Background: an optimization exercise with open tools, aiming at small area. Do not read the settings as production practice.
Only simulation tests tie the RTL to the original design; equivalence was not proved.
No driver is modelled on the clock port, so clocking that relies on it looks cheaper here than on a real chip.
Power and IR drop assume default switching activity.

==> design.v <==
localparam [12:0]
    START_WALLS_1 = 13'b0110100001111,
    START_WALLS_2 = 13'b0110000001111,
    START_WALLS_3 = 13'b0111000001111;
module Key(i_Clk, i_Rst, i_Push, o_Push, o_fOut);
    input i_Clk, i_Rst;
    input [3:0] i_Push;
    output [3:0] o_Push;
    output o_fOut;
    reg [5:0] c_ClkCnt;
    reg [3:0] c_Pushed;
    wire fLowZero = ~|c_ClkCnt[4:0];
    wire fChanged = |(i_Push ^ c_Pushed);
    wire fLstClk  = c_ClkCnt[5] & fLowZero;
    assign o_Push = ~(i_Push | c_Pushed),
           o_fOut = fLstClk && fChanged && |o_Push;
    always@(posedge i_Clk, negedge i_Rst)
        if(!i_Rst) begin
            c_ClkCnt <= 0;
            c_Pushed <= 0;
        end else begin
            c_ClkCnt <= fChanged ? {c_ClkCnt[4:0], c_ClkCnt[5] ^ c_ClkCnt[4] ^ fLowZero} : 6'd0;
            if (fChanged && fLstClk) c_Pushed <= ~i_Push;
        end
endmodule
module Timer(
    input i_Clk,
    input i_Rst,
    input i_Enable,
    output reg [3:0] o_Sec0, o_Sec1, o_Sec2
);
    localparam [15:0] LST_CLK = 16'h9487;
    reg [15:0] c_ClkCnt;
    wire fLstClk  = c_ClkCnt == LST_CLK;
    wire fLstSec0 = o_Sec0 == 9,
         fLstSec1 = o_Sec1 == 9,
         fLstSec2 = o_Sec2 == 9;
    wire fIncSec1 = fLstClk && fLstSec0,
         fIncSec2 = fIncSec1 && fLstSec1;
    wire fFeedback = ~(c_ClkCnt[15] ^ c_ClkCnt[14] ^ c_ClkCnt[12] ^ c_ClkCnt[3]);
    always@ (posedge i_Clk, negedge i_Rst)
        if (!i_Rst) begin
            o_Sec0   <= 0;
            o_Sec1   <= 0;
            o_Sec2   <= 0;
            c_ClkCnt <= 0;
        end else if (!i_Enable) begin
            o_Sec0   <= 0;
            o_Sec1   <= 0;
            o_Sec2   <= 0;
            c_ClkCnt <= 0;
        end else begin
            c_ClkCnt <= fLstClk ? 16'd0 : {c_ClkCnt[14:0], fFeedback};
            if (fLstClk)  o_Sec0 <= fLstSec0 ? 4'd0 : o_Sec0 + 4'd1;
            if (fIncSec1) o_Sec1 <= fLstSec1 ? 4'd0 : o_Sec1 + 4'd1;
            if (fIncSec2) o_Sec2 <= fLstSec2 ? 4'd0 : o_Sec2 + 4'd1;
        end
endmodule
module FND(i_Data, o_FND);
input	[3:0] i_Data;
output	reg	[6:0] o_FND;	 
always@*
	case(i_Data)
		4'h0	: o_FND = 7'b1000000;
		4'h1	: o_FND = 7'b1111001;
		4'h2	: o_FND = 7'b0100100;
		4'h3	: o_FND = 7'b0110000;
		4'h4	: o_FND = 7'b0011001;
		4'h5	: o_FND = 7'b0010010;
		4'h6	: o_FND = 7'b0000010;
		4'h7	: o_FND = 7'b1011000;
		4'h8	: o_FND = 7'b0000000;
		4'h9	: o_FND = 7'b0011000;
		default	: o_FND = 7'h7f;
	endcase
endmodule
module ClkDiv(
	input Clk,
	input Rst,
	output Clk25m);
	reg r_Clk;
	assign Clk25m = r_Clk;
always@(posedge Clk, negedge Rst)
begin
	if (!Rst)
		r_Clk <= 0;
	else
		r_Clk <= ~r_Clk;
end
endmodule
module Draw (
    input i_Clk, i_Rst,
    input [1:0] i_Level,
    output reg [5:0] o_BlockPos_X,
    output reg [4:0] o_BlockPos_Y,
    output o_Clk, o_blank, o_hsync, o_vsync, o_fDrawDone);
    reg [9:0] r_PixelPos_X, r_PixelPos_Y;
    reg [5:0] r_BorderCnt_X, r_BorderCnt_Y;
    wire halfClk;
    ClkDiv clk25m(i_Clk, i_Rst, halfClk);
    wire [5:0] BlockLast = i_Level == 2'd2 ? 6'd39 :
                          (i_Level == 2'd3 ? 6'd19 :
                          (i_Level == 2'd0 ? 6'd15 : 6'd62));
    wire hBlank    = r_PixelPos_X >= 640,
         vBlank    = r_PixelPos_Y >= 480,
         hDrawDone = r_PixelPos_X == 639,
         vDrawDone = r_PixelPos_Y == 479,
         fBorder_X = r_BorderCnt_X == BlockLast,
         fBorder_Y = r_BorderCnt_Y == BlockLast;
    assign o_Clk       = halfClk,
           o_hsync     = r_PixelPos_X < 656 || r_PixelPos_X >= 752,
           o_vsync     = r_PixelPos_Y < 490 || r_PixelPos_Y >= 492,
           o_blank     = ~(hBlank || vBlank),
           o_fDrawDone = hDrawDone & vDrawDone;
    always@(posedge i_Clk, negedge i_Rst)
        if (!i_Rst) begin
            r_PixelPos_X  <= 0;
            r_PixelPos_Y  <= 0;
            r_BorderCnt_X <= 0;
            r_BorderCnt_Y <= 0;
            o_BlockPos_X  <= 0;
            o_BlockPos_Y  <= 0;
        end else if (!halfClk) begin
            r_PixelPos_X  <= r_PixelPos_X < 800 ? r_PixelPos_X + 10'd1 : 10'd0;
            if (r_PixelPos_X == 799)
                r_PixelPos_Y <= r_PixelPos_Y == 524 ? 10'd0 : r_PixelPos_Y + 10'd1;
            r_BorderCnt_X <= hBlank | fBorder_X ? 6'd0 : r_BorderCnt_X + 6'd1;
            if (hDrawDone)
                r_BorderCnt_Y <= fBorder_Y | vBlank ? 6'd0 : r_BorderCnt_Y + 6'd1;
            o_BlockPos_X  <= hBlank ? 6'd0 : (fBorder_X ? o_BlockPos_X + 6'd1 : o_BlockPos_X);
            o_BlockPos_Y  <= vBlank ? 5'd0 : (hDrawDone & fBorder_Y ? o_BlockPos_Y + 5'd1 : o_BlockPos_Y);
        end
endmodule
module MazeRom(input [1:0] i_Level, input [4:0] i_Y, input [5:0] i_X, output o_Wall);
  wire n0, n1, n2, n3, n4, n5, n6, n7, n8, n9, n10, n11, n12, n13, n14, n15, n16, n17, n18, n19, n20, n21, n22, n23, n24, n25, n26, n27, n28, n29, n30, n31, n32, n33, n34, n35, n36, n37, n38, n39, n40, n41, n42, n43, n44, n45, n46, n47, n48, n49, n50, n51, n52, n53, n54, n55, n56, n57, n58, n59, n60, n61, n62, n63, n64, n65, n66, n67, n68, n69, n70, n71, n72, n73, n74, n75, n76, n77, n78, n79, n80, n81, n82, n83, n84, n85, n86, n87, n88, n89, n90, n91, n92, n93, n94, n95, n96, n97, n98, n99, n100, n101, n102, n103, n104, n105, n106, n107, n108, n109, n110, n111, n112, n113, n114, n115, n116, n117, n118, n119, n120, n121, n122, n123, n124, n125, n126, n127, n128, n129, n130, n131, n132, n133, n134, n135, n136, n137, n138, n139, n140, n141, n142, n143, n144, n145, n146, n147, n148, n149, n150, n151, n152, n153, n154, n155, n156, n157, n158, n159, n160, n161, n162, n163, n164, n165, n166, n167, n168, n169, n170, n171, n172, n173, n174, n175, n176, n177, n178, n179, n180, n181, n182, n183, n184, n185, n186, n187, n188, n189, n190, n191, n192, n193, n194, n195, n196, n197, n198, n199, n200, n201, n202, n203, n204, n205, n206, n207, n208, n209, n210, n211, n212, n213, n214, n215, n216, n217, n218, n219, n220, n221, n222, n223, n224, n225, n226, n227, n228, n229, n230, n231, n232, n233, n234, n235, n236, n237, n238, n239, n240, n241, n242, n243, n244, n245, n246, n247, n248, n249, n250, n251, n252, n253, n254, n255, n256, n257, n258, n259, n260, n261, n262, n263, n264, n265, n266, n267, n268, n269, n270, n271, n272, n273, n274, n275, n276, n277, n278, n279, n280, n281, n282, n283, n284, n285, n286, n287, n288, n289, n290, n291, n292, n293, n294, n295, n296, n297, n298, n299, n300, n301, n302, n303, n304, n305, n306, n307, n308, n309, n310, n311, n312, n313, n314, n315, n316, n317, n318, n319, n320, n321, n322, n323, n324, n325, n326, n327, n328, n329, n330, n331, n332, n333, n334, n335, n336, n337, n338, n339, n340, n341, n342, n343, n344, n345, n346, n347, n348, n349, n350, n351, n352, n353;
  assign n0 = i_Y[1] ? 1'b0 : 1'b1;
  assign n1 = i_X[1] ? 1'b1 : n0;
  assign n2 = i_X[2] ? 1'b1 : n1;
  assign n3 = i_X[2] ? n1 : n0;
  assign n4 = i_X[3] ? n3 : n2;
  assign n5 = i_X[4] ? n4 : 1'b1;
  assign n6 = i_X[5] ? n0 : n5;
  assign n7 = i_X[1] ? n0 : 1'b1;
  assign n8 = i_X[2] ? n7 : 1'b1;
  assign n9 = i_X[3] ? n8 : 1'b1;
  assign n10 = i_Level[1] ? n9 : n6;
  assign n11 = i_X[2] ? n0 : n7;
  assign n12 = i_X[2] ? 1'b1 : n7;
  assign n13 = i_X[3] ? n12 : n11;
  assign n14 = i_X[3] ? 1'b1 : n12;
  assign n15 = i_X[4] ? n14 : n13;
  assign n16 = i_X[5] ? 1'b1 : n15;
  assign n17 = i_X[3] ? 1'b1 : n3;
  assign n18 = i_Level[1] ? n17 : n16;
  assign n19 = i_X[0] ? n18 : n10;
  assign n20 = i_X[3] ? n8 : n7;
  assign n21 = i_X[4] ? n20 : 1'b1;
  assign n22 = i_X[2] ? n0 : n1;
  assign n23 = i_X[3] ? 1'b1 : n22;
  assign n24 = i_X[4] ? 1'b1 : n23;
  assign n25 = i_X[0] ? n24 : n21;
  assign n26 = i_Level[0] ? n25 : n19;
  assign n27 = i_Y[1] ? 1'b1 : 1'b0;
  assign n28 = i_X[1] ? n27 : n0;
  assign n29 = i_X[2] ? n28 : n7;
  assign n30 = i_X[3] ? n29 : 1'b1;
  assign n31 = i_X[1] ? n0 : n27;
  assign n32 = i_X[2] ? n7 : n31;
  assign n33 = i_X[1] ? n27 : 1'b0;
  assign n34 = i_X[1] ? n27 : 1'b1;
  assign n35 = i_X[2] ? n34 : n33;
  assign n36 = i_X[3] ? n35 : n32;
  assign n37 = i_X[4] ? n36 : n30;
  assign n38 = i_X[2] ? 1'b1 : n27;
  assign n39 = i_X[5] ? n38 : n37;
  assign n40 = i_X[3] ? 1'b0 : n7;
  assign n41 = i_Level[1] ? n40 : n39;
  assign n42 = i_X[2] ? n1 : n31;
  assign n43 = i_X[3] ? 1'b1 : n42;
  assign n44 = i_X[4] ? 1'b1 : n43;
  assign n45 = i_X[5] ? 1'b1 : n44;
  assign n46 = i_X[1] ? n0 : 1'b0;
  assign n47 = i_X[2] ? 1'b0 : n46;
  assign n48 = i_X[1] ? 1'b0 : n27;
  assign n49 = i_X[1] ? 1'b1 : n27;
  assign n50 = i_X[2] ? n49 : n48;
  assign n51 = i_X[3] ? n50 : n47;
  assign n52 = i_Level[1] ? n51 : n45;
  assign n53 = i_X[0] ? n52 : n41;
  assign n54 = i_X[1] ? 1'b0 : 1'b1;
  assign n55 = i_X[2] ? n54 : 1'b1;
  assign n56 = i_X[3] ? n55 : 1'b1;
  assign n57 = i_X[2] ? n7 : n48;
  assign n58 = i_X[2] ? n27 : n31;
  assign n59 = i_X[3] ? n58 : n57;
  assign n60 = i_X[4] ? n59 : n56;
  assign n61 = i_X[2] ? n46 : n49;
  assign n62 = i_X[2] ? n1 : 1'b0;
  assign n63 = i_X[3] ? n62 : n61;
  assign n64 = i_X[4] ? 1'b1 : n63;
  assign n65 = i_X[0] ? n64 : n60;
  assign n66 = i_Level[0] ? n65 : n53;
  assign n67 = i_Y[3] ? n66 : n26;
  assign n68 = i_X[2] ? n1 : n7;
  assign n69 = i_X[2] ? n54 : n7;
  assign n70 = i_X[3] ? n69 : n68;
  assign n71 = i_X[1] ? 1'b1 : 1'b0;
  assign n72 = i_X[2] ? 1'b0 : n71;
  assign n73 = i_X[1] ? 1'b0 : n0;
  assign n74 = i_X[3] ? n73 : n72;
  assign n75 = i_X[4] ? n74 : n70;
  assign n76 = i_X[2] ? n73 : n1;
  assign n77 = i_X[5] ? n76 : n75;
  assign n78 = i_X[2] ? n46 : 1'b1;
  assign n79 = i_X[2] ? n48 : n7;
  assign n80 = i_X[3] ? n79 : n78;
  assign n81 = i_X[4] ? n80 : 1'b1;
  assign n82 = i_Level[1] ? n81 : n77;
  assign n83 = i_X[2] ? n0 : 1'b0;
  assign n84 = i_X[2] ? n1 : n46;
  assign n85 = i_X[3] ? n84 : n83;
  assign n86 = i_X[2] ? n0 : 1'b1;
  assign n87 = i_X[2] ? n1 : 1'b1;
  assign n88 = i_X[3] ? n87 : n86;
  assign n89 = i_X[4] ? n88 : n85;
  assign n90 = i_X[5] ? n87 : n89;
  assign n91 = i_X[2] ? n49 : n46;
  assign n92 = i_X[2] ? n48 : n31;
  assign n93 = i_X[3] ? n92 : n91;
  assign n94 = i_X[3] ? 1'b1 : n2;
  assign n95 = i_X[4] ? n94 : n93;
  assign n96 = i_Level[1] ? n95 : n90;
  assign n97 = i_X[0] ? n96 : n82;
  assign n98 = i_X[2] ? n28 : n34;
  assign n99 = i_X[2] ? 1'b0 : n73;
  assign n100 = i_X[3] ? n99 : n98;
  assign n101 = i_X[4] ? 1'b0 : n100;
  assign n102 = i_X[5] ? 1'b0 : n101;
  assign n103 = i_X[2] ? n73 : n33;
  assign n104 = i_X[3] ? n103 : 1'b0;
  assign n105 = i_X[2] ? n28 : n33;
  assign n106 = i_X[2] ? n48 : n28;
  assign n107 = i_X[3] ? n106 : n105;
  assign n108 = i_X[4] ? n107 : n104;
  assign n109 = i_X[2] ? n71 : n54;
  assign n110 = i_X[5] ? n109 : n108;
  assign n111 = i_X[0] ? n110 : n102;
  assign n112 = i_Y[3] ? n111 : n97;
  assign n113 = i_Y[4] ? n112 : n67;
  assign n114 = i_X[2] ? n54 : n1;
  assign n115 = i_X[3] ? n114 : 1'b1;
  assign n116 = i_X[3] ? 1'b1 : n28;
  assign n117 = i_X[4] ? n116 : n115;
  assign n118 = i_X[2] ? n28 : n48;
  assign n119 = i_X[5] ? n118 : n117;
  assign n120 = i_X[2] ? n46 : n54;
  assign n121 = i_X[3] ? n120 : 1'b1;
  assign n122 = i_Level[1] ? n121 : n119;
  assign n123 = i_X[2] ? 1'b1 : n49;
  assign n124 = i_X[2] ? n27 : n34;
  assign n125 = i_X[3] ? n124 : n123;
  assign n126 = i_X[3] ? 1'b1 : n38;
  assign n127 = i_X[4] ? n126 : n125;
  assign n128 = i_X[5] ? 1'b1 : n127;
  assign n129 = i_X[2] ? 1'b1 : n46;
  assign n130 = i_X[3] ? n129 : n28;
  assign n131 = i_Level[1] ? n130 : n128;
  assign n132 = i_X[0] ? n131 : n122;
  assign n133 = i_X[2] ? n73 : 1'b1;
  assign n134 = i_X[3] ? n133 : 1'b1;
  assign n135 = i_X[2] ? n7 : n49;
  assign n136 = i_X[2] ? n31 : n34;
  assign n137 = i_X[3] ? n136 : n135;
  assign n138 = i_X[4] ? n137 : n134;
  assign n139 = i_X[2] ? n31 : n46;
  assign n140 = i_X[3] ? n38 : n139;
  assign n141 = i_X[4] ? 1'b1 : n140;
  assign n142 = i_X[0] ? n141 : n138;
  assign n143 = i_Level[0] ? n142 : n132;
  assign n144 = i_X[2] ? n34 : 1'b1;
  assign n145 = i_X[3] ? n144 : 1'b1;
  assign n146 = i_X[2] ? n7 : n1;
  assign n147 = i_X[3] ? n146 : n31;
  assign n148 = i_X[4] ? n147 : n145;
  assign n149 = i_X[2] ? n34 : n1;
  assign n150 = i_X[5] ? n149 : n148;
  assign n151 = i_X[2] ? n46 : n48;
  assign n152 = i_X[3] ? n118 : n151;
  assign n153 = i_X[4] ? n152 : 1'b1;
  assign n154 = i_Level[1] ? n153 : n150;
  assign n155 = i_X[2] ? n48 : n71;
  assign n156 = i_X[3] ? n123 : n155;
  assign n157 = i_X[4] ? 1'b1 : n156;
  assign n158 = i_X[5] ? 1'b1 : n157;
  assign n159 = i_X[2] ? n7 : n71;
  assign n160 = i_X[2] ? n31 : n49;
  assign n161 = i_X[3] ? n160 : n159;
  assign n162 = i_X[4] ? 1'b1 : n161;
  assign n163 = i_Level[1] ? n162 : n158;
  assign n164 = i_X[0] ? n163 : n154;
  assign n165 = i_Y[3] ? n164 : n143;
  assign n166 = i_X[2] ? 1'b0 : n34;
  assign n167 = i_X[3] ? n166 : n79;
  assign n168 = i_X[4] ? 1'b0 : n167;
  assign n169 = i_X[5] ? 1'b0 : n168;
  assign n170 = i_X[2] ? n31 : n7;
  assign n171 = i_X[2] ? n31 : n54;
  assign n172 = i_X[3] ? n171 : n170;
  assign n173 = i_X[2] ? 1'b0 : n0;
  assign n174 = i_X[2] ? 1'b0 : n48;
  assign n175 = i_X[3] ? n174 : n173;
  assign n176 = i_X[4] ? n175 : n172;
  assign n177 = i_Level[1] ? n176 : n169;
  assign n178 = i_X[2] ? n28 : n71;
  assign n179 = i_X[3] ? 1'b0 : n178;
  assign n180 = i_X[4] ? n179 : 1'b0;
  assign n181 = i_X[5] ? n95 : n180;
  assign n182 = i_X[2] ? n31 : 1'b0;
  assign n183 = i_X[3] ? n91 : n182;
  assign n184 = i_X[4] ? n183 : 1'b0;
  assign n185 = i_Level[1] ? n184 : n181;
  assign n186 = i_X[0] ? n185 : n177;
  assign n187 = i_X[4] ? 1'b0 : n99;
  assign n188 = i_X[5] ? 1'b0 : n187;
  assign n189 = i_X[3] ? n99 : 1'b0;
  assign n190 = i_X[4] ? n189 : 1'b0;
  assign n191 = i_X[5] ? n38 : n190;
  assign n192 = i_X[0] ? n191 : n188;
  assign n193 = i_Y[3] ? n192 : n186;
  assign n194 = i_Y[4] ? n193 : n165;
  assign n195 = i_Y[2] ? n194 : n113;
  assign n196 = i_X[2] ? n27 : n48;
  assign n197 = i_X[3] ? n196 : n171;
  assign n198 = i_X[2] ? 1'b0 : n33;
  assign n199 = i_X[3] ? 1'b0 : n198;
  assign n200 = i_X[4] ? n199 : n197;
  assign n201 = i_X[5] ? 1'b0 : n200;
  assign n202 = i_X[3] ? n174 : n79;
  assign n203 = i_Level[1] ? n202 : n201;
  assign n204 = i_X[2] ? n33 : n73;
  assign n205 = i_X[2] ? n71 : n31;
  assign n206 = i_X[3] ? n205 : n204;
  assign n207 = i_X[4] ? n206 : 1'b0;
  assign n208 = i_X[2] ? n49 : n27;
  assign n209 = i_X[5] ? n208 : n207;
  assign n210 = i_X[2] ? n71 : 1'b0;
  assign n211 = i_X[3] ? n210 : 1'b0;
  assign n212 = i_Level[1] ? n211 : n209;
  assign n213 = i_X[0] ? n212 : n203;
  assign n214 = i_X[2] ? n71 : n34;
  assign n215 = i_X[2] ? n48 : 1'b0;
  assign n216 = i_X[3] ? n215 : n214;
  assign n217 = i_X[4] ? 1'b0 : n216;
  assign n218 = i_X[2] ? n33 : n31;
  assign n219 = i_X[2] ? n71 : n33;
  assign n220 = i_X[3] ? n219 : n218;
  assign n221 = i_X[4] ? n220 : 1'b0;
  assign n222 = i_X[0] ? n221 : n217;
  assign n223 = i_Level[0] ? n222 : n213;
  assign n224 = i_X[3] ? n198 : n54;
  assign n225 = i_X[4] ? 1'b0 : n224;
  assign n226 = i_X[5] ? 1'b0 : n225;
  assign n227 = i_X[3] ? n34 : 1'b1;
  assign n228 = i_Level[1] ? n227 : n226;
  assign n229 = i_X[3] ? n139 : 1'b0;
  assign n230 = i_X[2] ? n46 : n73;
  assign n231 = i_X[3] ? n230 : n171;
  assign n232 = i_X[4] ? n231 : n229;
  assign n233 = i_X[5] ? n210 : n232;
  assign n234 = i_X[3] ? 1'b1 : n208;
  assign n235 = i_Level[1] ? n234 : n233;
  assign n236 = i_X[0] ? n235 : n228;
  assign n237 = i_X[2] ? n1 : n54;
  assign n238 = i_X[2] ? n27 : n1;
  assign n239 = i_X[3] ? n238 : n237;
  assign n240 = i_X[4] ? 1'b0 : n239;
  assign n241 = i_X[3] ? n83 : 1'b0;
  assign n242 = i_X[2] ? n73 : n27;
  assign n243 = i_X[3] ? n214 : n242;
  assign n244 = i_X[4] ? n243 : n241;
  assign n245 = i_X[0] ? n244 : n240;
  assign n246 = i_Level[0] ? n245 : n236;
  assign n247 = i_Y[3] ? n246 : n223;
  assign n248 = i_X[2] ? n27 : n49;
  assign n249 = i_X[3] ? n248 : 1'b1;
  assign n250 = i_X[3] ? n196 : n210;
  assign n251 = i_X[4] ? n250 : n249;
  assign n252 = i_X[2] ? n33 : 1'b0;
  assign n253 = i_X[5] ? n252 : n251;
  assign n254 = i_X[2] ? n27 : 1'b1;
  assign n255 = i_X[2] ? n34 : n28;
  assign n256 = i_X[3] ? n255 : n254;
  assign n257 = i_X[2] ? n48 : n34;
  assign n258 = i_X[3] ? n252 : n257;
  assign n259 = i_X[4] ? n258 : n256;
  assign n260 = i_Level[1] ? n259 : n253;
  assign n261 = i_X[2] ? n48 : n33;
  assign n262 = i_X[2] ? n1 : n27;
  assign n263 = i_X[3] ? n262 : n261;
  assign n264 = i_X[2] ? 1'b1 : n34;
  assign n265 = i_X[2] ? n34 : n49;
  assign n266 = i_X[3] ? n265 : n264;
  assign n267 = i_X[4] ? n266 : n263;
  assign n268 = i_X[5] ? n38 : n267;
  assign n269 = i_X[3] ? n198 : 1'b0;
  assign n270 = i_X[2] ? n34 : n71;
  assign n271 = i_X[3] ? n49 : n270;
  assign n272 = i_X[4] ? n271 : n269;
  assign n273 = i_Level[1] ? n272 : n268;
  assign n274 = i_X[0] ? n273 : n260;
  assign n275 = i_X[2] ? n49 : 1'b1;
  assign n276 = i_X[3] ? n275 : 1'b1;
  assign n277 = i_X[2] ? n31 : n0;
  assign n278 = i_X[3] ? n277 : n136;
  assign n279 = i_X[4] ? n278 : n276;
  assign n280 = i_X[5] ? n36 : n279;
  assign n281 = i_X[2] ? n27 : n33;
  assign n282 = i_X[3] ? n2 : n281;
  assign n283 = i_X[4] ? 1'b1 : n282;
  assign n284 = i_X[5] ? 1'b1 : n283;
  assign n285 = i_X[0] ? n284 : n280;
  assign n286 = i_Y[3] ? n285 : n274;
  assign n287 = i_Y[4] ? n286 : n247;
  assign n288 = i_X[2] ? 1'b0 : n54;
  assign n289 = i_X[3] ? 1'b0 : n288;
  assign n290 = i_X[4] ? 1'b0 : n289;
  assign n291 = i_X[5] ? 1'b0 : n290;
  assign n292 = i_X[2] ? n28 : n54;
  assign n293 = i_X[2] ? n33 : 1'b1;
  assign n294 = i_X[3] ? n293 : n292;
  assign n295 = i_Level[1] ? n294 : n291;
  assign n296 = i_X[2] ? 1'b1 : n73;
  assign n297 = i_X[3] ? n296 : 1'b0;
  assign n298 = i_X[2] ? n54 : n0;
  assign n299 = i_X[3] ? n215 : n298;
  assign n300 = i_X[4] ? n299 : n297;
  assign n301 = i_X[2] ? n71 : 1'b1;
  assign n302 = i_X[5] ? n301 : n300;
  assign n303 = i_X[3] ? n275 : 1'b0;
  assign n304 = i_Level[1] ? n303 : n302;
  assign n305 = i_X[0] ? n304 : n295;
  assign n306 = i_X[3] ? n173 : n98;
  assign n307 = i_X[4] ? 1'b0 : n306;
  assign n308 = i_X[2] ? 1'b1 : 1'b0;
  assign n309 = i_X[3] ? n308 : 1'b0;
  assign n310 = i_X[2] ? n33 : n48;
  assign n311 = i_X[3] ? n91 : n310;
  assign n312 = i_X[4] ? n311 : n309;
  assign n313 = i_X[0] ? n312 : n307;
  assign n314 = i_Level[0] ? n313 : n305;
  assign n315 = i_X[3] ? n288 : n78;
  assign n316 = i_X[4] ? 1'b0 : n315;
  assign n317 = i_X[5] ? 1'b0 : n316;
  assign n318 = i_X[2] ? n33 : n54;
  assign n319 = i_X[2] ? n71 : n73;
  assign n320 = i_X[3] ? n319 : n318;
  assign n321 = i_X[3] ? 1'b0 : n174;
  assign n322 = i_X[4] ? n321 : n320;
  assign n323 = i_Level[1] ? n322 : n317;
  assign n324 = i_X[2] ? n7 : n46;
  assign n325 = i_X[3] ? n50 : n324;
  assign n326 = i_X[4] ? n325 : n211;
  assign n327 = i_X[5] ? n210 : n326;
  assign n328 = i_X[2] ? n49 : n7;
  assign n329 = i_X[3] ? n328 : n114;
  assign n330 = i_X[4] ? n329 : 1'b0;
  assign n331 = i_Level[1] ? n330 : n327;
  assign n332 = i_X[0] ? n331 : n323;
  assign n333 = i_Y[3] ? n332 : n314;
  assign n334 = i_X[2] ? n31 : 1'b1;
  assign n335 = i_X[3] ? n2 : n334;
  assign n336 = i_X[4] ? n335 : n9;
  assign n337 = i_X[5] ? n69 : n336;
  assign n338 = i_X[3] ? n254 : n144;
  assign n339 = i_X[4] ? n338 : 1'b1;
  assign n340 = i_Level[1] ? n339 : n337;
  assign n341 = i_X[2] ? 1'b1 : n71;
  assign n342 = i_X[3] ? n341 : n262;
  assign n343 = i_X[4] ? 1'b1 : n342;
  assign n344 = i_X[5] ? 1'b1 : n343;
  assign n345 = i_X[3] ? n49 : n248;
  assign n346 = i_X[3] ? n123 : n38;
  assign n347 = i_X[4] ? n346 : n345;
  assign n348 = i_Level[1] ? n347 : n344;
  assign n349 = i_X[0] ? n348 : n340;
  assign n350 = i_Y[3] ? 1'b1 : n349;
  assign n351 = i_Y[4] ? n350 : n333;
  assign n352 = i_Y[2] ? n351 : n287;
  assign n353 = i_Y[0] ? n352 : n195;
  assign o_Wall = n353;
endmodule
module Top(
    input i_Clk, i_Rst,
    input [3:0] i_Keyboard,
    output [6:0] o_FND0, o_FND1, o_FND2,
    output [7:0] o_Red, o_Green, o_Blue,
    output o_Clk, o_blank, o_hsync, o_vsync,
    output [1:0] o_LED0,
    output [3:0] o_LED1,
    output [3:0] o_LED2);
localparam [12:0]
    START_WALLS_1 = 13'b0110100001111,
    START_WALLS_2 = 13'b0110000001111,
    START_WALLS_3 = 13'b0111000001111;
    localparam
        IDLE     = 2'b00,
        RUNNING  = 2'b01,
        MOVE     = 2'b10,
        LV_CHECK = 2'b11;
    localparam
        LV_IDLE = 2'd1,
        LV_1    = 2'd2,
        LV_2    = 2'd3,
        LV_3    = 2'd0;
    localparam
        LEFT  = 2'b00,
        UP    = 2'b01,
        DOWN  = 2'b10,
        RIGHT = 2'b11;
    reg [1:0] c_State;
    reg [1:0] c_Level;           
    reg       c_Lag;             
    reg [5:0] c_PlayerPos_X;     
    reg [4:0] c_PlayerPos_Y;     
    reg [1:0] c_NextDirection;
    reg       c_NeedMove;
    reg wC, wL, wU, wD, wR, wLL, wUU, wDD, wRR, wUL, wUR, wDL, wDR;
    wire [3:0] Key_o_Direction;
    wire       Key_o_fOut;
    wire [3:0] Timer_o_Sec0, Timer_o_Sec1, Timer_o_Sec2;
    wire [5:0] BlockPos_X;
    wire [4:0] BlockPos_Y;
    wire       fDrawDone;
    wire       RomWall;
    wire       fRunning = c_State != IDLE;
    Key K0(i_Clk, i_Rst, i_Keyboard, Key_o_Direction, Key_o_fOut);
    Timer T0(i_Clk, i_Rst, fRunning, Timer_o_Sec0, Timer_o_Sec1, Timer_o_Sec2);
    Draw D0(i_Clk, i_Rst, c_Level, BlockPos_X, BlockPos_Y, o_Clk, o_blank, o_hsync, o_vsync, fDrawDone);
    MazeRom R0(c_Level, BlockPos_Y, BlockPos_X, RomWall);
    FND F0(Timer_o_Sec0, o_FND0);
    FND F1(Timer_o_Sec1, o_FND1);
    FND F2(Timer_o_Sec2, o_FND2);
    wire [5:0] dX = BlockPos_X - c_PlayerPos_X;
    wire [4:0] dY = BlockPos_Y - c_PlayerPos_Y;
    wire dXm2 = dX == 6'd62, dXm1 = dX == 6'd63, dX0 = dX == 6'd0, dXp1 = dX == 6'd1, dXp2 = dX == 6'd2;
    wire dYm2 = dY == 5'd30, dYm1 = dY == 5'd31, dY0 = dY == 5'd0, dYp1 = dY == 5'd1, dYp2 = dY == 5'd2;
    wire fPlayer = dX0 & dY0;
    wire fWall   = RomWall & ~c_Lag & (c_Level != LV_IDLE);
    wire fGoal   = (c_Level == LV_1 & BlockPos_X == 6'd14 & BlockPos_Y == 5'd10) |
                   (c_Level == LV_2 & BlockPos_X == 6'd30 & BlockPos_Y == 5'd22) |
                   (c_Level == LV_3 & BlockPos_X == 6'd38 & BlockPos_Y == 5'd28);
    assign o_Red   = {8{fPlayer | fWall}},
           o_Green = {8{fGoal | fWall}},
           o_Blue  = {8{fWall}};
    reg [3:0] LagFree;
    always @*
        case (c_Level)
            LV_2:    LagFree = ~START_WALLS_1[11:8];
            LV_3:    LagFree = ~START_WALLS_2[11:8];
            default: LagFree = 4'b1111;
        endcase
    wire [3:0] Free = c_Lag ? LagFree : ~{wL, wU, wD, wR};
    wire fLeft = Free[3], fUp = Free[2], fDown = Free[1], fRight = Free[0];
    wire fStart   = c_State == IDLE & Key_o_fOut,
         fMove    = c_State == MOVE,
         fLvCheck = c_State == LV_CHECK;
    wire fNeedMove = fRunning & |(Key_o_Direction & Free);
    wire fAtGoal = (c_Level == LV_1 & c_PlayerPos_X == 6'd14 & c_PlayerPos_Y == 5'd10) |
                   (c_Level == LV_2 & c_PlayerPos_X == 6'd30 & c_PlayerPos_Y == 5'd22) |
                   (c_Level == LV_3 & c_PlayerPos_X == 6'd38 & c_PlayerPos_Y == 5'd28);
    wire fLevelUP = fLvCheck & fAtGoal;
    wire fLoad = fStart | fLevelUP;
    reg [12:0] StartWalls;
    always @*
        case (c_Level)
            LV_IDLE: StartWalls = START_WALLS_1;
            LV_1:    StartWalls = START_WALLS_2;
            default: StartWalls = START_WALLS_3;
        endcase
    assign o_LED0 = c_State,
           o_LED1 = i_Keyboard,
           o_LED2 = Free;
    always @(posedge i_Clk, negedge i_Rst)
        if (!i_Rst) begin
            c_State <= IDLE;
            c_Level <= LV_IDLE;
            c_Lag   <= 0;
            c_PlayerPos_X   <= 0;
            c_PlayerPos_Y   <= 0;
            c_NeedMove      <= 0;
            c_NextDirection <= 0;
            {wC, wL, wU, wD, wR, wLL, wUU, wDD, wRR, wUL, wUR, wDL, wDR} <= 0;
        end else begin
            c_Lag <= fLoad;
            if (fLoad) c_Level <= c_Level + 2'd1;
            c_NeedMove <= fNeedMove ? 1'b1 : (fMove ? 1'b0 : c_NeedMove);
            if (fNeedMove)
                c_NextDirection <= Key_o_Direction[3] ? LEFT :
                                  (Key_o_Direction[2] ? UP :
                                  (Key_o_Direction[1] ? DOWN : RIGHT));
            case (c_State)
                IDLE:     if (fStart) c_State <= RUNNING;
                RUNNING:  if (fDrawDone && c_NeedMove) c_State <= MOVE;
                MOVE:     c_State <= LV_CHECK;
                LV_CHECK: c_State <= RUNNING;
            endcase
            if (fLoad) begin
                c_PlayerPos_X <= 1;
                c_PlayerPos_Y <= 1;
                {wC, wL, wU, wD, wR, wLL, wUU, wDD, wRR, wUL, wUR, wDL, wDR} <= StartWalls;
            end else if (fMove) begin
                case (c_NextDirection)
                    LEFT: begin
                        c_PlayerPos_X <= c_PlayerPos_X - 6'd1;
                        {wL, wU, wD, wR} <= {wLL, wUL, wDL, wC};
                    end
                    RIGHT: begin
                        c_PlayerPos_X <= c_PlayerPos_X + 6'd1;
                        {wL, wU, wD, wR} <= {wC, wUR, wDR, wRR};
                    end
                    UP: begin
                        c_PlayerPos_Y <= c_PlayerPos_Y - 5'd1;
                        {wL, wU, wD, wR} <= {wUL, wUU, wC, wUR};
                    end
                    DOWN: begin
                        c_PlayerPos_Y <= c_PlayerPos_Y + 5'd1;
                        {wL, wU, wD, wR} <= {wDL, wC, wDD, wDR};
                    end
                endcase
                {wC, wLL, wUU, wDD, wRR, wUL, wUR, wDL, wDR} <= 0;
            end else if (o_blank) begin
                if (dX0  & dY0 ) wC  <= RomWall;
                if (dXm2 & dY0 ) wLL <= RomWall;
                if (dX0  & dYm2) wUU <= RomWall;
                if (dX0  & dYp2) wDD <= RomWall;
                if (dXp2 & dY0 ) wRR <= RomWall;
                if (dXm1 & dYm1) wUL <= RomWall;
                if (dXp1 & dYm1) wUR <= RomWall;
                if (dXm1 & dYp1) wDL <= RomWall;
                if (dXp1 & dYp1) wDR <= RomWall;
            end
        end
endmodule
==> flow/run.sh <==
#!/bin/bash
# Layout flow: the standard ORFS flow (standard.sh), changed only in how
# cells are chosen:
#  - synthesis is the standard flow's script (synth_recipe.tcl's steps, same registers),
#    except that ABC maps the logic with an area-oriented script (abc.script)
#    and adders are left to ABC instead of full/half-adder cells;
#    pass-through wires get buf_1 instead of buf_4
#  - ports are buffered with buf_1
#  - clock tree: built by cts_pre.tcl (root + leaf clkbuf_8 buffers)
# Every tool writes its full log under orfs/logs; make's output is in flow.log.
set -euo pipefail
F=$(cd "$(dirname "${BASH_SOURCE[0]}")" && pwd)
export MY_ABC_SCRIPT=$F/abc.script
bash standard.sh \
  SYNTH_SCRIPT=$F/synth.tcl \
  ADDER_MAP_FILE= \
  "MIN_BUF_CELL_AND_PORTS=sky130_fd_sc_hd__buf_1 A X" \
  "BUFFER_PORTS_ARGS=-buffer_cell sky130_fd_sc_hd__buf_1" \
  PRE_CTS_TCL=$F/cts_pre.tcl \
  "CTS_ARGS=-buf_list sky130_fd_sc_hd__clkbuf_8 -dont_use_dummy_load -clk_nets i_Clk" \
  finish > flow.log 2>&1
==> flow/abc.script <==
strash
&get -n
&deepsyn -T 120
&dch -f
&nf -p -R 1000 -C 32 -F 8 -A 8
&put
strash
&get -n
&deepsyn -T 120
&dch -f
&nf -p -R 1000 -C 32 -F 8 -A 8
&put
topo
==> flow/cts_pre.tcl <==
# Hand-built two-level clock tree (ORFS PRE_CTS hook): a root clkbuf_8 fed by
# the clock port drives leaf clkbuf_8 buffers (clkbuf_16 where a cluster needs it), each placed at the centre of a
# cluster of flip-flops (k-means on their positions). The number of leaves is
# the smallest (from 4) whose estimated clock pin slew is at most 88 ps. CTS
# then skips the clock net (CTS_ARGS -clk_nets i_Clk), and the flow goes on as
# usual (detailed placement, timing repair).
source [file join [file dirname [info script]] manual_cts_lib.tcl]
build_clock_tree i_Clk 4 24 0.088 sky130_fd_sc_hd__clkbuf_8 sky130_fd_sc_hd__clkbuf_16 sky130_fd_sc_hd__clkbuf_8
==> flow/manual_cts_lib.tcl <==
# Build a two-level clock tree by hand: root buffer at the sinks' centre,
# driving NLEAF leaf buffers, each at the centre of a cluster of flip-flops.
proc manual_clock_tree { clk_port_net nleaf leaf_master root_master } {
  set block [ord::get_db_block]
  set db [ord::get_db]
  set clk [$block findNet $clk_port_net]
  set sinks {}
  foreach it [$clk getITerms] {
    lappend sinks $it
  }
  # positions
  set pts {}
  foreach it $sinks {
    set b [[$it getInst] getBBox]
    lappend pts [list [expr {([$b xMin]+[$b xMax])/2}] [expr {([$b yMin]+[$b yMax])/2}]]
  }
  set n [llength $sinks]
  # k-means init: sort by x then y slices
  set cents {}
  set order [lsort -real -index 0 [lmap p $pts i [lrange [lsearch -all $pts *] 0 end] {list [lindex $p 0] $i}]]
  for {set k 0} {$k < $nleaf} {incr k} {
    set i [lindex [lindex $order [expr {int(($k + 0.5) * $n / $nleaf)}]] 1]
    lappend cents [lindex $pts $i]
  }
  for {set iter 0} {$iter < 30} {incr iter} {
    set asg {}
    foreach p $pts {
      set best 0; set bd 1e30
      for {set k 0} {$k < $nleaf} {incr k} {
        set c [lindex $cents $k]
        set d [expr {abs([lindex $p 0]-[lindex $c 0]) + abs([lindex $p 1]-[lindex $c 1])}]
        if {$d < $bd} {set bd $d; set best $k}
      }
      lappend asg $best
    }
    set nc {}
    for {set k 0} {$k < $nleaf} {incr k} {
      set sx 0; set sy 0; set cnt 0
      foreach p $pts a $asg { if {$a == $k} { set sx [expr {$sx+[lindex $p 0]}]; set sy [expr {$sy+[lindex $p 1]}]; incr cnt } }
      if {$cnt > 0} { lappend nc [list [expr {$sx/$cnt}] [expr {$sy/$cnt}]] } else { lappend nc [lindex $cents $k] }
    }
    set cents $nc
  }
  set lm [$db findMaster $leaf_master]
  set rm [$db findMaster $root_master]
  set rnet [odb::dbNet_create $block clk_root]
  $rnet setSigType CLOCK
  set rx 0; set ry 0
  for {set k 0} {$k < $nleaf} {incr k} {
    set c [lindex $cents $k]
    set rx [expr {$rx + [lindex $c 0]}]; set ry [expr {$ry + [lindex $c 1]}]
    set inst [odb::dbInst_create $block $lm clkleaf_$k]
    set net [odb::dbNet_create $block clk_leaf_$k]
    $net setSigType CLOCK
    [$inst findITerm A] connect $rnet
    [$inst findITerm X] connect $net
    $inst setLocation [expr {int([lindex $c 0])}] [expr {int([lindex $c 1])}]
    $inst setPlacementStatus PLACED
    foreach it $sinks a $asg {
      if {$a == $k} { $it disconnect; $it connect $net }
    }
  }
  set root [odb::dbInst_create $block $rm clkroot]
  [$root findITerm A] connect $clk
  [$root findITerm X] connect $rnet
  $root setLocation [expr {int($rx/$nleaf)}] [expr {int($ry/$nleaf)}]
  $root setPlacementStatus PLACED
}

# Undo manual_clock_tree: sinks back on the clock net, tree cells removed.
proc remove_manual_clock_tree { clk_port_net nleaf } {
  set block [ord::get_db_block]
  set clk [$block findNet $clk_port_net]
  for {set k 0} {$k < $nleaf} {incr k} {
    set net [$block findNet clk_leaf_$k]
    foreach it [$net getITerms] {
      if {[[$it getInst] getName] ne "clkleaf_$k"} { $it disconnect; $it connect $clk }
    }
    odb::dbInst_destroy [$block findInst clkleaf_$k]
    odb::dbNet_destroy $net
  }
  odb::dbInst_destroy [$block findInst clkroot]
  odb::dbNet_destroy [$block findNet clk_root]
}

# Largest slew (ns) at a flip-flop clock pin, from placement parasitics.
proc max_clock_pin_slew { } {
  estimate_parasitics -placement
  set mx 0
  foreach pin [get_pins -hierarchical */CLK] {
    set s [get_property $pin slew_max]
    if {$s > $mx} { set mx $s }
  }
  return $mx
}

# Largest clock pin slew (ns) among the sinks of leaf k.
proc leaf_slew { k } {
  set block [ord::get_db_block]
  set mx 0
  foreach it [[$block findNet clk_leaf_$k] getITerms] {
    if {[[$it getInst] getName] eq "clkleaf_$k"} continue
    set pin [get_pins [[$it getInst] getName]/[[$it getMTerm] getName]]
    set s [get_property $pin slew_max]
    if {$s > $mx} { set mx $s }
  }
  return $mx
}

# Smallest tree (from nmin leaves up) whose estimated clock pin slew is at
# most limit_ns; a leaf over the limit is first given the bigger buffer big.
proc build_clock_tree { clk_port_net nmin nmax limit_ns leaf big root } {
  set db [ord::get_db]
  set block [ord::get_db_block]
  for {set n $nmin} {$n <= $nmax} {incr n} {
    manual_clock_tree $clk_port_net $n $leaf $root
    set_propagated_clock [all_clocks]
    estimate_parasitics -placement
    for {set k 0} {$k < $n} {incr k} {
      if {[leaf_slew $k] > $limit_ns} {
        [$block findInst clkleaf_$k] swapMaster [$db findMaster $big]
      }
    }
    set s [max_clock_pin_slew]
    puts "manual clock tree: $n leaves, estimated clock pin slew $s ns"
    if {$s <= $limit_ns || $n == $nmax} { return $n }
    remove_manual_clock_tree $clk_port_net $n
  }
}
==> flow/synth.tcl <==
# synth_recipe.tcl with one change: the abc call uses $MY_ABC_SCRIPT.
proc synth {args} { yosys synth -nofsm -noshare {*}$args }
proc abc {args} {
  set i [lsearch -exact $args -script]
  if { $i >= 0 } { set args [lreplace $args [expr {$i + 1}] [expr {$i + 1}] $::env(MY_ABC_SCRIPT)] }
  yosys abc {*}$args
}
source $::env(SCRIPTS_DIR)/synth.tcl
# left out here: clear keep_hierarchy, flatten, clean up, hide names made inside functions, write 1_2_yosys.v
==> standard.sh <==
#!/bin/bash
# synth_recipe.tcl (not shown) runs the flow's synth.tcl, then flattens the netlist and writes it again
# the make line also repeats each setting of config.mk as NAME=value (left out here)
make -C /OpenROAD-flow-scripts/flow DESIGN_CONFIG=/design/flow/config.mk WORK_HOME=/design/flow/orfs CLKGATE_MAP_FILE= SYNTH_SCRIPT=/design/flow/synth_recipe.tcl "${@:-finish}"
==> config.mk <==
export PLATFORM = sky130hd
export DESIGN_NAME = Top
export DESIGN_NICKNAME = Top
export VERILOG_FILES = /design/flow/design.v
export SDC_FILE = /design/flow/constraint.sdc
export NUM_CORES = 8
export LEC_CHECK = 0
export CAP_MARGIN = 20
export CORE_MARGIN = 2
export CORE_UTILIZATION = 40
export SLEW_MARGIN = 20
==> constraint.sdc <==
create_clock -name core_clock -period 20.0 [get_ports {i_Clk}]
set_input_delay 4.0000 -clock core_clock [delete_from_list [all_inputs] [get_ports {i_Clk}]]
set_output_delay 4.0000 -clock core_clock [all_outputs]
set_load 0.01 [all_outputs]
==> impl_results.md, run 1 <==
- Status: complete, no violations
- Peak VDD IR: 47.1 uV
- FFs w/ async S/R, synth: 1.00
- CP Launch Type: flop
- Worst-path clk slew: 70 ps
- DR pass1 iterations: 8
- Worst Setup End Kind: output pin
- Wirelength per Cell: 17.8 um
- Placed cell area: 7950 um2
- Slowest CP cell: a31oi_1
- Worst Hold Class: flop to flop
- Die Width: 140 um
- Worst R2R Setup Slack: 15730 ps
- Max-cap violation count: 0
- M1 WL: 9820 um
- Final period util: 0.441
- Worst Reg-to-Reg Cells: 14
- Hold Buf Count CTS: 0
- Reg2reg end: wDR$_DFFE_PN0P_
- Crit Path Class: flop to output pin
- # fillers: 1835
- Antenna Nets Post-Route: 0
- Post-cts sizing count: 0
- Sequential area share after synthesis: 0.383
- First-pass GRT wire length: 35500 um
- Post-synth top area share: 0.380
- Worst Hold End: c_NeedMove$_DFFE_PN0P_
- Starting Density: 0.412
- I/O Pins: 65
- Crit path cell chain: buf_4, clkinv_1, nor2_1, nor2_1, nand2_1, a21oi_1, o311ai_0, nor2_1, o21ai_0, nor3_1, or3_1, a31oi_1, nor2_1, o21ai_0, clkinv_1, buf_1
- Vias in the first global route: 6861
- CP max stage delay: 670 ps
- Fmax: 113 MHz
- Routed wl met3: 2070 um
- Worst Path Arrival: 4820 ps
- Slew @ Worst Pin: 896 ps
- Setup TNS: 0 ps
- Crit-path leading delay family: compound AO/OA/AOI/OAI gates
- Initial antenna violation count: 0
- Final clock skew: 23.8 ps
- Port Buffers: 64
- Post-CTS Repair Setup Buffers: 0
- Critical path launch point: D0.o_BlockPos_X[2]$_DFFE_PN0P_
- # DRC: 0
- DP Worst Slack: 11640 ps
- Top FF cell, synth: dfrtp_1
- # placed instances: 1218
- Syn nets: 949
- Yosys warning count: 6
- Hpwl dp: 15700 um
- Pins over their slew limit: 0
- Gr usage total: 0.215
- Share of cells above drive strength 1: 0.0240
- Final Util: 0.449
- Initial DRC count: 960
- Total stage count of the critical path: 16
- Synthesized flop and latch total: 114
- Top post-synthesis cells by count: nor2_1 (134), dfrtp_1 (113), nand2_1 (91)
- Nets@finish: 1007
- Distinct cells, synth: 59
- Final setup fails: 0
- Full die area: 19700 um2
- Area contributors post-synth: dfrtp_1 (38%), nor2_1 (6.8%), a21oi_1 (5.4%)
- Hold Path Cell Cnt: 1
- Final min period: 8820 ps
- Mean area per synthesized cell: 7.89 um2
- Largest net degree at the start of global routing: 82
- CP required: 16000 ps
- Final Wtd Congestion: 1.08
- # diodes: 0
- Largest fanout on the critical path: 19
- CP Buf/Inv Count: 4
- Final Instance Area: 8130 um2
- Final Hold Violating Endpoints: 0
- Clock Latency Late Sink: 420 ps
- Most common cell in the netlist: nor2_1
- Synth-to-Final Area Change: 9.18%
- Final Worst Setup Slack: 11180 ps
- Vias/cell: 6.09
- Leading area contributor after synthesis: dfrtp_1
- Worst r2r src: D0.o_BlockPos_X[2]$_DFFE_PN0P_
- GRT overflow: 0
- Power per cell area: 94.8 nW/um2
- Max-slew headroom: 0.398
- Beginning of the worst hold path: c_NeedMove$_DFFE_PN0P_
- Cells after Synth: 943
- Final wirelength: 21900 um
- Metal2 WL: 9230 um
- Top layer in use: met4
- # rows: 49
- CORE AREA: 18100 um2
- Mapped cell area: 7440 um2
- Vias: 7480
- Die Ht: 140 um
- Lkg Pwr: 3.19 nW
- Most used cell, CP: nor2_1
- Post-synth EDFFs: 0
- Setup repair after global routing missed its margin: false
- Non-Filler Instances: 1228
==> worst register-to-register path: stages (launching register included) <==
cell,delay [ps]
dfrtp_1,470
buf_4,310
clkinv_1,410
nor2_1,440
nor2_1,170
nand2_1,120
a21oi_1,100
o311ai_0,380
nor2_1,80
o21ai_0,150
nor3_1,60
or3_1,310
a31oi_1,680
or2_0,320
o211ai_1,130
==> report_power, final <==
| group | leakage (nW) | switching [mW] | total (mW) | internal, mW |
|---|---|---|---|---|
| clock | 0.0873 | 0.0734 | 0.131 | 0.0575 |
| sequential | 1.45 | 0.0511 | 0.317 | 0.266 |
| combinational | 1.65 | 0.209 | 0.322 | 0.112 |
| total | 3.19 | 0.334 | 0.770 | 0.436 |
==> how the worst max path moves through the flow <==
stage / to / slack (ps)
4_1_cts: o_Blue[7] / 11290
6_report: o_Blue[3] / 11180
3_3_place_gp: o_LED1[3] / 11640
5_1_grt: o_Blue[6] / 10900
2_1_floorplan: o_LED1[0] / 11880
3_5_place_dp: o_LED1[1] / 11640
==> metrics by stage <==
stage | power [mW] | hold WS, ps
after floorplan | 0.539 | 447
after global placement | 0.638 | 459
after detailed placement | 0.636 | 466
after CTS | 0.770 | 488
after global routing | 0.821 | 504
final | 0.770 | 480
==> cell type report <==
class,count,area (um2),share of cell area
sequential,114,2850,0.351
inverter,22,82.6,0.0102
tap,229,287,0.0353
multi-input combinational,777,4400,0.541
buffer,10,171,0.0211
timing repair buffer,76,338,0.0416
==> kinds of logic (layout without fill, tap and decap cells) <==
family / count (synthesis) / count (layout) / synth area share
AOI/OAI and AO/OA: 264 / 264 / 0.227
xor gates and xnor gates: 35 / 35 / 0.0412
DFF: 114 / 114 / 0.383
adders and majority gates: 2 / 2 / 0.00269
buffers and inverters: 52 / 108 / 0.0262
muxes: 6 / 6 / 0.00857
and+or+nand+nor: 470 / 470 / 0.311
==> state kept, by name, summed over array words and instances, names as in the netlist, 2 cells and up <==
name	cells
D0.o_BlockPos_X	6
T0.c_ClkCnt	16
c_PlayerPos_X	6
T0.o_Sec2	4
T0.o_Sec1	4
D0.r_PixelPos_X	10
D0.r_PixelPos_Y	10
D0.r_BorderCnt_Y	6
c_State	2
K0.c_ClkCnt	6
c_Level	2
D0.r_BorderCnt_X	6
K0.c_Pushed	4
T0.o_Sec0	4
D0.o_BlockPos_Y	5
c_PlayerPos_Y	5
c_NextDirection	2
==> routing by layer <==
metal,up-vias,track usage
met1,3468,0.320
met3,88,0.0362
met5,-,0
met4,0,0.0654
met2,380,0.319
li1,3544,-
==> layout by cell type, fill, tap and decap left out, types with 5 or more instances in the layout <==
cell type and n:
a311oi_1 6, and3_1 18, o22ai_1 9, a211oi_1 10, o211ai_1 12, o21a_1 8, nand2b_1 23, nor4_1 5
nand3_1 42, nand4_1 14, nor4b_1 5, nor2_1 134, and2_0 27, a21oi_1 80, nand2_1 91, o21ai_0 55
nand3b_1 5, nor3_1 47, o311ai_0 5, clkinv_1 22, a31oi_1 16, dfrtp_1 113, nand4b_1 5, or2_0 6
a221oi_1 5, clkbuf_8 7, xnor2_1 29, buf_4 11, o2111ai_1 6, a21boi_0 8, a2111oi_0 5, nor2b_1 36
xor2_1 6, buf_1 63, o31ai_1 8
==> run 2: changes to the inputs <==
--- a/design.v
+++ b/design.v
@@ -44,16 +44,15 @@
             o_Sec1   <= 0;
             o_Sec2   <= 0;
-            c_ClkCnt <= 0;
         end else if (!i_Enable) begin
             o_Sec0   <= 0;
             o_Sec1   <= 0;
             o_Sec2   <= 0;
-            c_ClkCnt <= 0;
         end else begin
-            c_ClkCnt <= fLstClk ? 16'd0 : {c_ClkCnt[14:0], fFeedback};
             if (fLstClk)  o_Sec0 <= fLstSec0 ? 4'd0 : o_Sec0 + 4'd1;
             if (fIncSec1) o_Sec1 <= fLstSec1 ? 4'd0 : o_Sec1 + 4'd1;
             if (fIncSec2) o_Sec2 <= fLstSec2 ? 4'd0 : o_Sec2 + 4'd1;
         end
+    always@ (posedge i_Clk)
+        c_ClkCnt <= (!i_Enable | fLstClk) ? 16'd0 : {c_ClkCnt[14:0], fFeedback};
 endmodule
 module FND(i_Data, o_FND);
@@ -581,22 +580,19 @@
            o_LED1 = i_Keyboard,
            o_LED2 = Free;
+    wire [1:0] NewDirection = Key_o_Direction[3] ? LEFT :
+                             (Key_o_Direction[2] ? UP :
+                             (Key_o_Direction[1] ? DOWN : RIGHT));
     always @(posedge i_Clk, negedge i_Rst)
         if (!i_Rst) begin
             c_State <= IDLE;
             c_Level <= LV_IDLE;
-            c_Lag   <= 0;
             c_PlayerPos_X   <= 0;
             c_PlayerPos_Y   <= 0;
             c_NeedMove      <= 0;
             c_NextDirection <= 0;
-            {wC, wL, wU, wD, wR, wLL, wUU, wDD, wRR, wUL, wUR, wDL, wDR} <= 0;
         end else begin
-            c_Lag <= fLoad;
+            if (fNeedMove) c_NextDirection <= NewDirection;
             if (fLoad) c_Level <= c_Level + 2'd1;
             c_NeedMove <= fNeedMove ? 1'b1 : (fMove ? 1'b0 : c_NeedMove);
-            if (fNeedMove)
-                c_NextDirection <= Key_o_Direction[3] ? LEFT :
-                                  (Key_o_Direction[2] ? UP :
-                                  (Key_o_Direction[1] ? DOWN : RIGHT));
             case (c_State)
                 IDLE:     if (fStart) c_State <= RUNNING;
@@ -608,36 +604,35 @@
                 c_PlayerPos_X <= 1;
                 c_PlayerPos_Y <= 1;
-                {wC, wL, wU, wD, wR, wLL, wUU, wDD, wRR, wUL, wUR, wDL, wDR} <= StartWalls;
-            end else if (fMove) begin
+            end else if (fMove)
                 case (c_NextDirection)
-                    LEFT: begin
-                        c_PlayerPos_X <= c_PlayerPos_X - 6'd1;
-                        {wL, wU, wD, wR} <= {wLL, wUL, wDL, wC};
-                    end
-                    RIGHT: begin
-                        c_PlayerPos_X <= c_PlayerPos_X + 6'd1;
-                        {wL, wU, wD, wR} <= {wC, wUR, wDR, wRR};
-                    end
-                    UP: begin
-                        c_PlayerPos_Y <= c_PlayerPos_Y - 5'd1;
-                        {wL, wU, wD, wR} <= {wUL, wUU, wC, wUR};
-                    end
-                    DOWN: begin
-                        c_PlayerPos_Y <= c_PlayerPos_Y + 5'd1;
-                        {wL, wU, wD, wR} <= {wDL, wC, wDD, wDR};
-                    end
+                    LEFT:  c_PlayerPos_X <= c_PlayerPos_X - 6'd1;
+                    RIGHT: c_PlayerPos_X <= c_PlayerPos_X + 6'd1;
+                    UP:    c_PlayerPos_Y <= c_PlayerPos_Y - 5'd1;
+                    DOWN:  c_PlayerPos_Y <= c_PlayerPos_Y + 5'd1;
                 endcase
-                {wC, wLL, wUU, wDD, wRR, wUL, wUR, wDL, wDR} <= 0;
-            end else if (o_blank) begin
-                if (dX0  & dY0 ) wC  <= RomWall;
-                if (dXm2 & dY0 ) wLL <= RomWall;
-                if (dX0  & dYm2) wUU <= RomWall;
-                if (dX0  & dYp2) wDD <= RomWall;
-                if (dXp2 & dY0 ) wRR <= RomWall;
-                if (dXm1 & dYm1) wUL <= RomWall;
-                if (dXp1 & dYm1) wUR <= RomWall;
-                if (dXm1 & dYp1) wDL <= RomWall;
-                if (dXp1 & dYp1) wDR <= RomWall;
-            end
         end
+    wire fScan = ~fLoad & ~fMove & o_blank;    
+    wire fKeep = ~fLoad & ~fMove;
+    reg [3:0] MovedN;
+    always @*
+        case (c_NextDirection)
+            LEFT:  MovedN = {wLL, wUL, wDL, wC};
+            RIGHT: MovedN = {wC, wUR, wDR, wRR};
+            UP:    MovedN = {wUL, wUU, wC, wUR};
+            DOWN:  MovedN = {wDL, wC, wDD, wDR};
+        endcase
+    wire [8:0] Hit = {dX0 & dY0, dXm2 & dY0, dX0 & dYm2, dX0 & dYp2, dXp2 & dY0,
+                      dXm1 & dYm1, dXp1 & dYm1, dXm1 & dYp1, dXp1 & dYp1};
+    wire [8:0] Far = {wC, wLL, wUU, wDD, wRR, wUL, wUR, wDL, wDR};
+    wire [8:0] FarNext = ({9{fLoad}} & {StartWalls[12], StartWalls[7:0]}) |
+                         ({9{fKeep}} & ~({9{fScan}} & Hit) & Far) |
+                         ({9{fScan}} & Hit & {9{RomWall}});
+    wire [3:0] NearNext = ({4{fLoad}} & StartWalls[11:8]) |
+                          ({4{~fLoad & fMove}} & MovedN) |
+                          ({4{fKeep}} & {wL, wU, wD, wR});
+    always @(posedge i_Clk) begin
+        c_Lag <= fLoad;
+        {wC, wLL, wUU, wDD, wRR, wUL, wUR, wDL, wDR} <= FarNext;
+        {wL, wU, wD, wR} <= NearNext;
+    end
 endmodule
--- a/flow/run.sh
+++ b/flow/run.sh
@@ -7,5 +7,5 @@
 #    pass-through wires get buf_1 instead of buf_4
 #  - ports are buffered with buf_1
-#  - clock tree: built by cts_pre.tcl (root + leaf clkbuf_8 buffers)
+#  - clock tree: built by cts_pre.tcl (root clkbuf_8, leaf clkbuf_4/8 buffers)
 # Every tool writes its full log under orfs/logs; make's output is in flow.log.
 set -euo pipefail
==> flow/cts_pre.tcl (replaced) <==
# Hand-built two-level clock tree (ORFS PRE_CTS hook): a root clkbuf_8 fed by
# the clock port drives leaf clkbuf_4 buffers (clkbuf_8 where a cluster needs it), each placed at the centre of a
# cluster of flip-flops (k-means on their positions). The number of leaves is
# the smallest (from 6) whose estimated clock pin slew is at most 88 ps. CTS
# then skips the clock net (CTS_ARGS -clk_nets i_Clk), and the flow goes on as
# usual (detailed placement, timing repair).
source [file join [file dirname [info script]] manual_cts_lib.tcl]
build_clock_tree i_Clk 6 30 0.088 sky130_fd_sc_hd__clkbuf_4 sky130_fd_sc_hd__clkbuf_8 sky130_fd_sc_hd__clkbuf_8
==> impl_results.md, run 2 <==
- Beginning of the worst hold path: wU$_DFF_P_
- # DRC: 0 (unchanged)
- Starting Density: 0.409 (-0.00311)
- Peak VDD IR: 63.3 uV (+35%)
- Share of cells above drive strength 1: 0.0286 (+0.00460)
- Non-Filler Instances: 1242 (+1.1%)
- Vias: 7634 (+2.1%)
- Switching power share of the total: 0.457 (+0.0231)
- Final Instance Area: 8000 um2 (-1.5%)
- Gr usage total: 0.225 (+0.0101)
- Worst Path Arrival: 5160 ps (+340 ps)
- Most common cell in the netlist: nor2_1
- Synthesized flop and latch total: 114 (unchanged)
- Distinct cells, synth: 59 (unchanged)
- Leading area contributor after synthesis: dfrtp_1
- Reg2reg end: wUR$_DFF_P_
- Lkg Pwr: 3.05 nW (-4.4%)
- CP Launch Type: flop
- Wirelength per Cell: 18.2 um (+2.3%)
- # diodes: 0 (unchanged)
- Die Ht: 139 um (-0.70%)
- Power per cell area: 103 nW/um2 (+9.0%)
- Hold slack: 440 ps (-40.3 ps)
- Final Util: 0.445 (-0.00390)
- Area contributors post-synth: dfrtp_1 (28%), dfxtp_1 (8.2%), a21oi_1 (6.1%)
- Cells after Synth: 952 (+0.95%)
- Largest Register: T0.c_ClkCnt
- Nets@finish: 1021 (+1.4%)
- DR pass1 iterations: 7 (-1)
- Syn nets: 958 (+0.95%)
- FFs w/ async S/R, synth: 0.737 (-0.263)
- Slew @ Worst Pin: 991 ps (+95.6 ps)
- Antenna Nets Post-Route: 0 (unchanged)
- Final min period: 9160 ps (+341 ps)
- # rows: 49 (unchanged)
- Mean area per synthesized cell: 7.71 um2 (-2.4%)
- Post-synth EDFFs: 0 (unchanged)
- Final setup fails: 0 (unchanged)
- Max-slew headroom: 0.339 (-0.0591)
- Port Buffers: 64 (unchanged)
- Post-synth top area share: 0.283 (-0.0968)
- Sequential area share after synthesis: 0.368 (-0.0149)
- Final period util: 0.458 (+0.0170)
- Top post-synthesis cells by count: nor2_1 (118), nand2_1 (92), a21oi_1 (90)
- Final Hold Violating Endpoints: 0 (unchanged)
- Worst Hold End: wU$_DFF_P_
- Post-CTS Repair Setup Buffers: 0 (unchanged)
- Final Wtd Congestion: 1.01 (-6.6%)
- Largest net degree at the start of global routing: 70 (-15%)
- Largest register FFs: 16 (unchanged)
- Clock power share: 0.148 (-0.022)
- CP required: 16000 ps (about the same)
- Initial DRC count: 873 (-9.1%)
- Worst Hold Class: flop to flop
- Status: complete, no violations
- Top flop regs: T0.c_ClkCnt x16, D0.r_PixelPos_X x10, D0.r_PixelPos_Y x10
- Worst Reg-to-Reg Cells: 16 (+2)
- Full die area: 19400 um2 (-1.4%)
- Pins over their slew limit: 0 (unchanged)
- Post-cts sizing count: 0 (unchanged)
- Hold Buf Count CTS: 0 (unchanged)
- Die Width: 139 um (-0.70%)
- Hpwl dp: 16000 um (+1.6%)
- Mapped cell area: 7340 um2 (-1.4%)
- Max-cap violation count: 0 (unchanged)
- Setup TNS: 0 ps (unchanged)
- Crit Path Class: flop to output pin
- Worst R2R Setup Slack: 15690 ps (-40 ps)
- Final clock skew: 32.9 ps (+9.06 ps)
- DP Worst Slack: 11470 ps (-164 ps)
- GRT overflow: 0 (unchanged)
- Initial antenna violation count: 0 (unchanged)
- Commonest non-fill, non-tap cell in the layout: nor2_1
- I/O Pins: 65 (unchanged)
- Comb power frac: 0.437 (+0.019)
- Placed cell area: 7850 um2 (-1.3%)
- Top FF cell, synth: dfrtp_1
- Tot Pwr: 0.826 mW (+7.3%)
- Setup repair after global routing missed its margin: false
- Clock Latency Late Sink: 440 ps (+20 ps)
- Pint: 0.449 mW (+2.9%)
- CORE AREA: 18000 um2 (-0.68%)
- Synth-to-Final Area Change: 9.05%
- Worst-path clk slew: 60 ps (about the same)
- # placed instances: 1227 (+0.74%)
- Commonest cells after routing, fill and taps aside: nor2_1 (118), nand2_1 (92), a21oi_1 (90)
- Yosys warning count: 6 (unchanged)
- Worst Setup End Kind: output pin
- Worst r2r src: D0.o_BlockPos_X[3]$_DFFE_PN0P_
- Vias/cell: 6.15 (+0.91%)
- Final wirelength: 22600 um (+3.4%)
- Flop pwr share: 0.415 (+0.003)
- P_sw: 0.377 mW (+13%)
- Hold Path Cell Cnt: 2 (+1)
- Largest fanout on the critical path: 44 (+25)
- Fmax: 109 MHz (-3.7%)
- Vias in the first global route: 7086 (+3.3%)
- Final Worst Setup Slack: 10840 ps (-341 ps)
- First-pass GRT wire length: 36700 um (+3.4%)
==> run 2: cell count changes after synthesis, moves of 5 or more <==
cell,previous run,this run
a21boi_0,8,2
xor2_1,6,17
nor3_1,47,55
nor3b_1,3,8
o21ai_0,55,78
nand3_1,42,28
xnor2_1,29,19
a21oi_1,80,90
or3_1,3,9
dfxtp_1,0,30
nor2_1,134,118
dfrtp_1,113,83
==> run 2: power by group through the flow <==
stage | clock network [mW] | logic, mW | registers, mW
after floorplan | 0 | 0.262 | 0.331
after global placement | 0 | 0.357 | 0.347
after detailed placement | 0 | 0.354 | 0.346
after CTS | 0.128 | 0.355 | 0.343
after global routing | 0.136 | 0.400 | 0.352
final | 0.122 | 0.361 | 0.343
==> run 2: cell families after synthesis <==
| kind of cell | count (synthesis) | share of synthesized area |
|---|---|---|
| and+or+nand+nor | 460 | 0.314 |
| AOI/OAI and AO/OA | 286 | 0.241 |
| DFF | 114 | 0.368 |
| buffers and inverters | 51 | 0.0261 |
| xor gates and xnor gates | 36 | 0.0430 |
| muxes | 3 | 0.00409 |
| adders and majority gates | 2 | 0.00273 |
==> run 2: routing by layer <==
| metal | up-vias | global-route usage | share of wire |
|---|---|---|---|
| li1 | 3621 | - | - |
| met1 | 3487 | 0.307 | 0.43 |
| met2 | 400 | 0.358 | 0.44 |
| met3 | 126 | 0.0341 | 0.081 |
| met4 | 0 | 0.0920 | 0.054 |
| met5 | - | 0 | 0 |
==> run 2: final cells by class <==
cell class | count | area (um2)
inverter | 21 | 78.8
tap | 229 | 287
sequential | 114 | 2700
multi-input combinational | 787 | 4440
timing repair buffer | 76 | 334
fill | 1837 | 9960
buffer | 15 | 156
==> run 2: worst max-delay path by stage <==
stage | slack (ps) | from | endpoint | cells after the start
after floorplan | 11880 | i_Keyboard[0] | o_LED1[0] | 1
after global placement | 11360 | D0.o_BlockPos_X[3]$_DFFE_PN0P_ | o_Green[1] | 18
after detailed placement | 11470 | D0.o_BlockPos_X[3]$_DFFE_PN0P_ | o_Green[6] | 18
after CTS | 10990 | D0.o_BlockPos_X[3]$_DFFE_PN0P_ | o_Green[6] | 18
after global routing | 10490 | D0.o_BlockPos_X[3]$_DFFE_PN0P_ | o_Green[5] | 18
final | 10840 | D0.o_BlockPos_X[3]$_DFFE_PN0P_ | o_Green[6] | 18
==> run 2: worst max-delay path, stage by stage (launching register included) <==
cell	delay (ps)
dfrtp_1	320
buf_4	390
nor2b_1	730
nand2_1	400
o21a_1	270
nand3_1	140
nand3_1	90
o311ai_0	140
nand3_1	120
a21oi_1	150
a21oi_1	50
nand3_1	90
a21oi_1	90
nor3_1	200
a21oi_1	90
a22oi_1	680
or3_1	350
o31ai_1	250
buf_1	190

## re-timing with driven ports
How much do the figures lean on ideal ports? The routed layouts below were timed once more, with nothing changed but the port constraints.
Step 1 assumes that a clkbuf_16 drives the clock port and a buf_2 every other input.
Step 2 also shifts input and output timing later by t, the mid clock arrival at the registers, as if the neighbouring blocks saw the same clock.
Three values: ideal, step 1, step 2; two values: the first two.
| run | t, ns | slack for setup (ns) | worst slew at a driven data input, ns |
|---|---|---|---|
| run 1 | 0.447 | 11.180 / 11.144 / 11.591 | 0.03 |
| run 2 | 0.455 | 10.839 / 10.811 / 11.266 | 0.03 |
After both steps setup and hold are still met in every run listed.
